Context: an optimization exercise on an open-source flow, tuned for small area. The choices shown serve that exercise and are no tape-out recipe.
RTL that was checked went through simulation tests only; none was proved equivalent to the original.
The flow treats the clock pin as an ideal source, which a real chip does not have.
Power is estimated from default activity; no workload was simulated.

==> try-fjord <==
==> flow/design.v (excerpt) <==
module System(
	clk,
	rst,
	mbed,
	select,
	GreenBlueServoOut,
	RedServoOut,
	BinRecycleServoOut,
	RedBlueServoOut,
	GreenOtherServoOut,
	dispenseBlueLED,
	dispenseComplete,
	dispenseGreenLED,
	dispenseRedLED,
	mainState,
	mbedOutput,
	results,
	sortBlueLED,
	sortComplete,
	sortGreenLED,
	sortRedLED
);
input	clk;
input	rst;
input	[6:0] mbed;
input	[0:0] select;
output	GreenBlueServoOut;
output	RedServoOut;
output	BinRecycleServoOut;
output	RedBlueServoOut;
output	GreenOtherServoOut;
output	[0:0] dispenseBlueLED;
output	[0:0] dispenseComplete;
output	[0:0] dispenseGreenLED;
output	[0:0] dispenseRedLED;
output	[4:0] mainState;
output	[2:0] mbedOutput;
output	[2:0] results;
output	[0:0] sortBlueLED;
output	[0:0] sortComplete;
output	[0:0] sortGreenLED;
output	[0:0] sortRedLED;
wire [6:0] cIn = select ? 7'b1101110 : mbed;
reg  [6:0] cChk;	 
reg  [6:0] cOut;	 
reg  [2:0] cMo;
reg        cSCO, cDCO, cRcv;
reg  [15:0] cCnt;
wire cChg  = cChk != cIn;
wire cWrap = (cCnt & 16'd50000) == 16'd50000;	 
wire sCmp, dCmp;
always @(posedge clk)
	if (rst) begin
		cChk <= 7'd0;
		cOut[0] <= 1'b0;
		cOut[4] <= 1'b0;
		cMo  <= 3'd0;
		cSCO <= 1'b0;
		cDCO <= 1'b0;
		cRcv <= 1'b0;
		cCnt <= 16'd0;
	end else begin
		cChk <= cIn;
		cOut[0] <= cChk[0];
		cOut[4] <= cChk[4];
		cMo  <= {cDCO, cSCO, cRcv};
		cSCO <= ~cChg & (cSCO | sCmp);
		cDCO <= ~cChg & (cDCO | dCmp);
		if (cChg)
			cRcv <= 1'b1;
		else if (cWrap)
			cRcv <= 1'b0;
		cCnt <= (cWrap & ~cChg) ? 16'd0 : cCnt + {15'd0, ~cChg};
	end
wire [6:0] mIn = select ? mbed : 7'b0111111;
reg  [5:0]  mY;		 
reg         mChg;	 
reg         mStart;
reg  [4:0]  mR;		 
reg  [4:0]  mState;
reg  [14:0] mPause;
reg  [15:0] mCnt;
reg         mRcv, mCmp;
reg  [1:0]  mRes;
reg         mAct;	 
reg  [1:0]  mRB;	 
reg  [2:0]  mGO;	 
reg  [1:0]  mBR;	 
reg  [1:0]  mRd;	 
reg  [1:0]  mGB;	 
wire [4:0] mEnc  = (~mY[5] & (~mY[4] | (mY[3:0] <= 4'd2))) ? mY[4:0] : 5'd0;
wire       mWrap = (mCnt & 16'd50000) == 16'd50000;	 
wire       mHit  = (mPause & 15'd25000) == 15'd25000;	 
wire       mIdle = mState == 5'd0;
wire       mSortSt = mState == 5'd1;
wire       mDispSt = (mState == 5'd2) | (mState == 5'd3) | (mState == 5'd4);
  ...
clock: 10.0 ns
lec_check: 0
cap_margin: 20
core_margin: 2
core_utilization: 60
slew_margin: 20
standard.sh (not shown) runs the stock make flow with config.mk's settings and CLKGATE_MAP_FILE= SYNTH_SCRIPT=/design/flow/synth_recipe.tcl, a recipe that flattens the netlist after the stock synthesis.
==> flow/flow/run.sh <==
#!/bin/bash
# Own layout flow: the standard ORFS flow (standard.sh, unchanged synthesis),
# with smaller port buffers and a clock tree without dummy loads.
set -euo pipefail
export BUFFER_PORTS_ARGS="-buffer_cell sky130_fd_sc_hd__buf_1"
export CTS_ARGS="-sink_clustering_enable -repair_clock_nets -dont_use_dummy_load -root_buf sky130_fd_sc_hd__clkbuf_4 -buf_list sky130_fd_sc_hd__clkbuf_8"
bash standard.sh synth     > log_1_synth.log     2>&1
bash standard.sh floorplan > log_2_floorplan.log 2>&1
bash standard.sh place     > log_3_place.log     2>&1
bash standard.sh cts       > log_4_cts.log       2>&1
bash standard.sh route     > log_5_route.log     2>&1
bash standard.sh finish    > log_6_finish.log    2>&1
==> inputs of try-garnet, as changes to try-fjord <==
--- a/flow/design.v
+++ b/flow/design.v
@@ -329,65 +329,62 @@
 wire [2:0] eGB = (mGB == 2'd0) ? nGB : (mGB == 2'd1) ? 3'd5 : (mGB == 2'd2) ? 3'd1 : 3'd4;
 reg  [13:0] pwmCnt;
 reg         pwmRun;	 
 reg  [1:0]  pRB, pGO;
 reg         pBR, pRD;
 reg  [2:0]  pGB;
 reg         oRB, oGO, oBR, oRD, oGB;
 wire [11:0] pc = pwmCnt[13:2];
-wire pcZ = pc == 12'd0;
-wire k0  = pcZ & (pwmCnt[1:0] == 2'd0);
-wire k2  = pcZ & (pwmCnt[1:0] == 2'd2);
+wire pcZero = pc == 12'd0;
 reg eRBq, eGOq, eBRq, eRDq, eGBq;
+wire [9:0] p10 = pc[9:0];
 always @* begin
 	case (pRB)
-		2'd1: eRBq = &{pc[9], pc[5:3], pc[1]};		 
-		2'd2: eRBq = &{pc[7], pc[5:3], pc[0]};		 
-		default: eRBq = &{pc[8], pc[6:5], pc[1:0]};	 
+		2'd1: eRBq = p10 == 10'd570;
+		2'd2: eRBq = p10 == 10'd185;
+		default: eRBq = p10 == 10'd355;
 	endcase
 	case (pGO)
-		2'd0: eGOq = &{pc[8], pc[6], pc[4], pc[2]};	 
-		2'd1: eGOq = &{pc[6], pc[2:1]};			 
-		2'd2: eGOq = &{pc[9], pc[5:4]};			 
-		default: eGOq = &{pc[8], pc[6:5], pc[1:0]};	 
+		2'd0: eGOq = p10 == 10'd340;
+		2'd1: eGOq = p10 == 10'd70;
+		2'd2: eGOq = p10 == 10'd560;
+		default: eGOq = p10 == 10'd355;
 	endcase
-	eBRq = pBR ? &{pc[8], pc[6], pc[4:1]}		 
-	           : &{pc[9], pc[6], pc[2]};		 
-	eRDq = pRD ? &{pc[7:6], pc[3]}			 
-	           : &{pc[8:7], pc[5:3]};		 
+	eBRq = pBR ? (p10 == 10'd350) : (p10 == 10'd580);
+	eRDq = pRD ? (p10 == 10'd200) : (p10 == 10'd440);
 	case (pGB)
-		3'd1: eGBq = &{pc[8], pc[6:5], pc[1:0]};	 
-		3'd2: eGBq = &{pc[9], pc[6], pc[3:1]};		 
-		3'd3: eGBq = &{pc[8:7], pc[3], pc[1:0]};	 
-		3'd4: eGBq = &{pc[3], pc[1]};			 
-		3'd5: eGBq = &{pc[9], pc[5], pc[2:1]};		 
-		default: eGBq = &{pc[8], pc[6:4], pc[2:0]};	 
+		3'd1: eGBq = p10 == 10'd355;
+		3'd2: eGBq = p10 == 10'd590;
+		3'd3: eGBq = p10 == 10'd395;
+		3'd4: eGBq = p10 == 10'd10;
+		3'd5: eGBq = p10 == 10'd550;
+		default: eGBq = p10 == 10'd375;
 	endcase
 end
 always @(posedge clk)
 	if (rst) begin
 		pwmCnt <= 14'd0;
 		pwmRun <= 1'b0;
 		oRB <= 1'b0;
 		oGO <= 1'b0;
 		oBR <= 1'b0;
 		oRD <= 1'b0;
 		oGB <= 1'b0;
 	end else begin
 		pwmCnt <= pwmCnt + 1'b1;
-		pwmRun <= pwmRun | k2;
-		oRB <= (k0 & pwmRun) | (k2 & ~pwmRun) | (oRB & ~eRBq);
-		oGO <= (k0 & pwmRun) | (k2 & ~pwmRun) | (oGO & ~eGOq);
-		oBR <= (k0 & pwmRun) | (k2 & ~pwmRun) | (oBR & ~eBRq);
-		oRD <= (k0 & pwmRun) | (k2 & ~pwmRun) | (oRD & ~eRDq);
-		oGB <= (k0 & pwmRun) | (k2 & ~pwmRun) | (oGB & ~eGBq);
+		pwmRun <= pwmRun | pwmCnt[0];
+		oRB <= pwmRun & (pcZero | (oRB & ~eRBq));
+		oGO <= pwmRun & (pcZero | (oGO & ~eGOq));
+		oBR <= pwmRun & (pcZero | (oBR & ~eBRq));
+		oRD <= pwmRun & (pcZero | (oRD & ~eRDq));
+		oGB <= pwmRun & (pcZero | (oGB & ~eGBq));
 	end
 always @(posedge clk)
-	if (k2) begin
+	if (pwmCnt == 14'd2) begin
 		pRB <= eRB;
 		pGO <= eGO;
 		pBR <= eBR;
 		pRD <= eRD;
 		pGB <= eGB;
 	end
 assign RedBlueServoOut    = oRB;
 assign GreenOtherServoOut = oGO;
==> flow/flow/run.sh (replaced) <==
#!/bin/bash
# Own layout flow: the standard ORFS flow (standard.sh, unchanged synthesis),
# with smaller port buffers and a clock tree without dummy loads.
set -euo pipefail
export BUFFER_PORTS_ARGS="-buffer_cell sky130_fd_sc_hd__buf_1"
export CTS_ARGS="-sink_clustering_enable -repair_clock_nets -dont_use_dummy_load -buf_list sky130_fd_sc_hd__clkbuf_8 -sink_clustering_size 60 -sink_clustering_max_diameter 300"
bash standard.sh synth     > log_1_synth.log     2>&1
bash standard.sh floorplan > log_2_floorplan.log 2>&1
bash standard.sh place     > log_3_place.log     2>&1
bash standard.sh cts       > log_4_cts.log       2>&1
bash standard.sh route     > log_5_route.log     2>&1
bash standard.sh finish    > log_6_finish.log    2>&1
==> inputs of try-maple, as changes to try-fjord <==
--- a/flow/design.v
+++ b/flow/design.v
@@ -35,16 +35,20 @@
 output	[0:0] dispenseRedLED;
 output	[4:0] mainState;
 output	[2:0] mbedOutput;
 output	[2:0] results;
 output	[0:0] sortBlueLED;
 output	[0:0] sortComplete;
 output	[0:0] sortGreenLED;
 output	[0:0] sortRedLED;
+wire [15:0] cCntInc, mCntInc;
+wire [14:0] mPauseInc, dPauseInc;
+wire [16:0] sPauseInc;
+wire [13:0] pwmCntInc;
 wire [6:0] cIn = select ? 7'b1101110 : mbed;
 reg  [6:0] cChk;	 
 reg  [6:0] cOut;	 
 reg  [2:0] cMo;
 reg        cSCO, cDCO, cRcv;
 reg  [15:0] cCnt;
 wire cChg  = cChk != cIn;
 wire cWrap = (cCnt & 16'd50000) == 16'd50000;	 
@@ -65,17 +69,17 @@
 		cOut[4] <= cChk[4];
 		cMo  <= {cDCO, cSCO, cRcv};
 		cSCO <= ~cChg & (cSCO | sCmp);
 		cDCO <= ~cChg & (cDCO | dCmp);
 		if (cChg)
 			cRcv <= 1'b1;
 		else if (cWrap)
 			cRcv <= 1'b0;
-		cCnt <= (cWrap & ~cChg) ? 16'd0 : cCnt + {15'd0, ~cChg};
+		cCnt <= (cWrap & ~cChg) ? 16'd0 : cCntInc;
 	end
 wire [6:0] mIn = select ? mbed : 7'b0111111;
 reg  [5:0]  mY;		 
 reg         mChg;	 
 reg         mStart;
 reg  [4:0]  mR;		 
 reg  [4:0]  mState;
 reg  [14:0] mPause;
@@ -83,17 +87,17 @@
 reg         mRcv, mCmp;
 reg  [1:0]  mRes;
 reg         mAct;	 
 reg  [1:0]  mRB;	 
 reg  [2:0]  mGO;	 
 reg  [1:0]  mBR;	 
 reg  [1:0]  mRd;	 
 reg  [1:0]  mGB;	 
-wire [4:0] mEnc  = (~mY[5] & (~mY[4] | (mY[3:0] <= 4'd2))) ? mY[4:0] : 5'd0;
+wire [4:0] mEnc  = (~mY[5] & (~mY[4] | (~mY[3] & ~mY[2] & ~(mY[1] & mY[0])))) ? mY[4:0] : 5'd0;
 wire       mWrap = (mCnt & 16'd50000) == 16'd50000;	 
 wire       mHit  = (mPause & 15'd25000) == 15'd25000;	 
 wire       mIdle = mState == 5'd0;
 wire       mSortSt = mState == 5'd1;
 wire       mDispSt = (mState == 5'd2) | (mState == 5'd3) | (mState == 5'd4);
 wire       mTestSt = ~mIdle & ~mSortSt & ~mDispSt;
 wire       mEnd    = mState == 5'd18;
 wire       mDone   = mStart & ((mSortSt & sCmp) | (mDispSt & dCmp) | (mTestSt & mHit));
@@ -123,18 +127,18 @@
 		mY     <= mIn[5:0];
 		mChg   <= mIn[5:0] != mY;
 		mStart <= mIn[6];
 		mRes   <= {mCmp, mRcv};
 		if (mChg)
 			mRcv <= 1'b1;
 		else if (mWrap)
 			mRcv <= 1'b0;
-		mCnt <= (mWrap & ~mChg) ? 16'd0 : mCnt + {15'd0, ~mChg};
-		mPause <= (mStart & mTestSt & mHit) ? 15'd0 : mPause + {14'd0, mStart & mTestSt};
+		mCnt <= (mWrap & ~mChg) ? 16'd0 : mCntInc;
+		mPause <= (mStart & mTestSt & mHit) ? 15'd0 : mPauseInc;
 		if (mDone)
 			mCmp <= 1'b1;
 		else if (mChg)
 			mCmp <= 1'b0;
 		if (mStart & mIdle & (mR != 5'd0))
 			mR <= 5'd0;
 		else if (mChg)
 			mR <= mEnc;
@@ -178,16 +182,17 @@
 reg  [3:0]  sState;
 reg  [16:0] sPause;
 reg         sBR;	 
 wire [2:0] sReg  = sUsed ? 3'b111 : sChk;
 wire       sIdle = sState == 4'd0;
 wire       sTake = sStart & sIdle & ~(sReg[2] & sReg[1]);
 wire       sP    = |sPause;
 reg        sHit, sLast;
+wire [3:0] sNext;
 always @* begin
 	case (sState)
 		4'd2, 4'd4, 4'd6, 4'd9, 4'd12:
 			sHit = (sPause & 17'd5000) == 17'd5000;
 		4'd14:
 			sHit = (sPause & 17'd10000) == 17'd10000;
 		4'd13, 4'd15:
 			sHit = (sPause & 17'd100000) == 17'd100000;
@@ -202,17 +207,17 @@
 always @(posedge clk)
 	if (rst) begin
 		sUsed  <= 1'b0;
 		sCmpR  <= 1'b0;
 		sState <= 4'd0;
 		sPause <= 17'd0;
 		sBR    <= 1'b0;
 	end else begin
-		sPause <= (sStart & ~sIdle & sHit) ? 17'd0 : sPause + {16'd0, sStart & ~sIdle};
+		sPause <= (sStart & ~sIdle & sHit) ? 17'd0 : sPauseInc;
 		if (sTake)
 			sUsed <= 1'b1;
 		else if (sCol != sChk)
 			sUsed <= 1'b0;
 		if (sStart & ~sIdle & sHit & sLast)
 			sCmpR <= 1'b1;
 		else if (sCol != sChk)
 			sCmpR <= 1'b0;
@@ -223,17 +228,17 @@
 						3'd0: sState <= 4'd1;
 						3'd1: sState <= 4'd3;
 						3'd2: sState <= 4'd5;
 						3'd3: sState <= 4'd7;
 						3'd4: sState <= 4'd10;
 						default: sState <= 4'd13;
 					endcase
 			end else if (sHit)
-				sState <= sLast ? 4'd0 : sState + 1'b1;
+				sState <= sLast ? 4'd0 : sNext;
 			if (sState == 4'd7) sBR <= 1'b1;
 			if (sState == 4'd8 && sHit) sBR <= 1'b0;
 			if (sState == 4'd10) sBR <= 1'b0;
 			if (sState == 4'd11 && sHit) sBR <= 1'b1;
 		end
 	end
 assign sCmp = sCmpR;
 assign sortRedLED   = (sState == 4'd1 & sP) | (sState == 4'd2);
@@ -247,16 +252,17 @@
 reg         dCmpR;
 reg  [3:0]  dState;
 reg  [14:0] dPause;
 wire [1:0] dReg  = dUsed ? 2'b11 : dChk;
 wire       dIdle = dState == 4'd0;
 wire       dTake = dStart & dIdle & ~(dReg[1] & dReg[0]);
 wire       dP    = |dPause;
 reg        dHit, dLast;
+wire [3:0] dNext;
 always @* begin
 	case (dState)
 		4'd2:       dHit = (dPause & 15'd30000) == 15'd30000;
 		4'd4, 4'd7: dHit = (dPause & 15'd15000) == 15'd15000;
 		4'd1:       dHit = 1'b1;
 		default:    dHit = (dPause & 15'd20000) == 15'd20000;
 	endcase
 	case (dState)
@@ -266,17 +272,17 @@
 end
 always @(posedge clk)
 	if (rst) begin
 		dUsed  <= 1'b0;
 		dCmpR  <= 1'b0;
 		dState <= 4'd0;
 		dPause <= 15'd0;
 	end else begin
-		dPause <= (dStart & ~dIdle & dHit) ? 15'd0 : dPause + {14'd0, dStart & ~dIdle};
+		dPause <= (dStart & ~dIdle & dHit) ? 15'd0 : dPauseInc;
 		if (dTake)
 			dUsed <= 1'b1;
 		else if (dCol != dChk)
 			dUsed <= 1'b0;
 		if (dStart & ~dIdle & dHit & dLast)
 			dCmpR <= 1'b1;
 		else if (dCol != dChk)
 			dCmpR <= 1'b0;
@@ -284,17 +290,17 @@
 			if (dIdle) begin
 				if (dTake)
 					case (dReg)
 						2'd0: dState <= 4'd1;
 						2'd1: dState <= 4'd4;
 						default: dState <= 4'd7;
 					endcase
 			end else if (dHit)
-				dState <= dLast ? 4'd0 : dState + 1'b1;
+				dState <= dLast ? 4'd0 : dNext;
 		end
 	end
 always @(posedge clk) begin
 	{cOut[6:5], cOut[3:1]} <= {cChk[6:5], cChk[3:1]};
 	sChk <= sCol;
 	dChk <= dCol;
 end
 assign dCmp = dCmpR;
@@ -368,17 +374,17 @@
 		pwmCnt <= 14'd0;
 		pwmRun <= 1'b0;
 		oRB <= 1'b0;
 		oGO <= 1'b0;
 		oBR <= 1'b0;
 		oRD <= 1'b0;
 		oGB <= 1'b0;
 	end else begin
-		pwmCnt <= pwmCnt + 1'b1;
+		pwmCnt <= pwmCntInc;
 		pwmRun <= pwmRun | k2;
 		oRB <= (k0 & pwmRun) | (k2 & ~pwmRun) | (oRB & ~eRBq);
 		oGO <= (k0 & pwmRun) | (k2 & ~pwmRun) | (oGO & ~eGOq);
 		oBR <= (k0 & pwmRun) | (k2 & ~pwmRun) | (oBR & ~eBRq);
 		oRD <= (k0 & pwmRun) | (k2 & ~pwmRun) | (oRD & ~eRDq);
 		oGB <= (k0 & pwmRun) | (k2 & ~pwmRun) | (oGB & ~eGBq);
 	end
 always @(posedge clk)
@@ -389,9 +395,31 @@
 		pRD <= eRD;
 		pGB <= eGB;
 	end
 assign RedBlueServoOut    = oRB;
 assign GreenOtherServoOut = oGO;
 assign BinRecycleServoOut = oBR;
 assign RedServoOut        = oRD;
 assign GreenBlueServoOut  = oGB;
+rippleInc #(16) u_cCnt  (.q(cCnt),   .ci(~cChg),               .s(cCntInc));
+rippleInc #(16) u_mCnt  (.q(mCnt),   .ci(~mChg),               .s(mCntInc));
+rippleInc #(15) u_mPause(.q(mPause), .ci(mStart & mTestSt),    .s(mPauseInc));
+rippleInc #(17) u_sPause(.q(sPause), .ci(sStart & ~sIdle),     .s(sPauseInc));
+rippleInc #(15) u_dPause(.q(dPause), .ci(dStart & ~dIdle),     .s(dPauseInc));
+rippleInc #(4)  u_sSt   (.q(sState), .ci(1'b1),                .s(sNext));
+rippleInc #(4)  u_dSt   (.q(dState), .ci(1'b1),                .s(dNext));
+rippleInc #(14) u_pwm   (.q(pwmCnt), .ci(1'b1),                .s(pwmCntInc));
+endmodule
+module rippleInc #(parameter W = 8) (q, ci, s);
+input  [W-1:0] q;
+input          ci;
+output [W-1:0] s;
+wire   [W:0]   c;
+assign c[0] = ci;
+genvar i;
+generate
+	for (i = 0; i < W; i = i + 1) begin : g
+		assign s[i]   = q[i] ^ c[i];
+		assign c[i+1] = q[i] & c[i];
+	end
+endgenerate
 endmodule
- CORE_UTILIZATION: 60 -> 75
- PLACE_DENSITY: default -> 0.9
==> notes.md <==
- Combinational power, highest first: try-garnet, try-maple, try-fjord.
- Clock power, lowest first: try-maple, try-fjord, try-garnet.
- Via count: try-garnet > try-fjord > try-maple.
- The lowest sequential share of layout area belongs to try-garnet, the highest to try-maple.
- The lowest cell count belongs to try-maple, the highest to try-garnet.
- The lowest global-route usage belongs to try-fjord, the highest to try-maple.
For try-garnet, only the layout was checked, not whether the RTL still works.

## what the ideal ports hide
Ports are ideal in the flow. The routed layouts listed here were re-timed in OpenROAD. Step 1 (the two cells are an assumption about what drives the block):
set clk [get_ports {clk}]
set_driving_cell -lib_cell sky130_fd_sc_hd__clkbuf_16 $clk
set_driving_cell -lib_cell sky130_fd_sc_hd__buf_2 [delete_from_list [all_inputs] $clk]
Step 2 moves the port delays by t, midway between the first and last clock arrival at a register: inputs arrive t later, outputs are due t later. That takes back most of the time a late clock gives input paths. a / b / c = no drivers / after step 1 / after step 2; a / b = the first two.
run | t, ns | slack for setup (ns) | clock arrival spread, ns | slew at the worst register clock pin (ns)
try-fjord | 0.620 | 5.149 / 5.127 / 5.127 | 0.035 / 0.034 | 0.10 / 0.10
try-garnet | 0.487 | 4.846 / 4.825 / 4.732 | 0.041 / 0.040 | 0.11 / 0.11
try-maple | 0.624 | 4.214 / 4.227 / 3.603 | 0.028 / 0.028 | 0.09 / 0.09
After both steps setup and hold are still met in every run listed. For try-maple, which loses most, drivers alone change the setup slack by +0.013 ns; drivers and shift together by -0.611 ns.
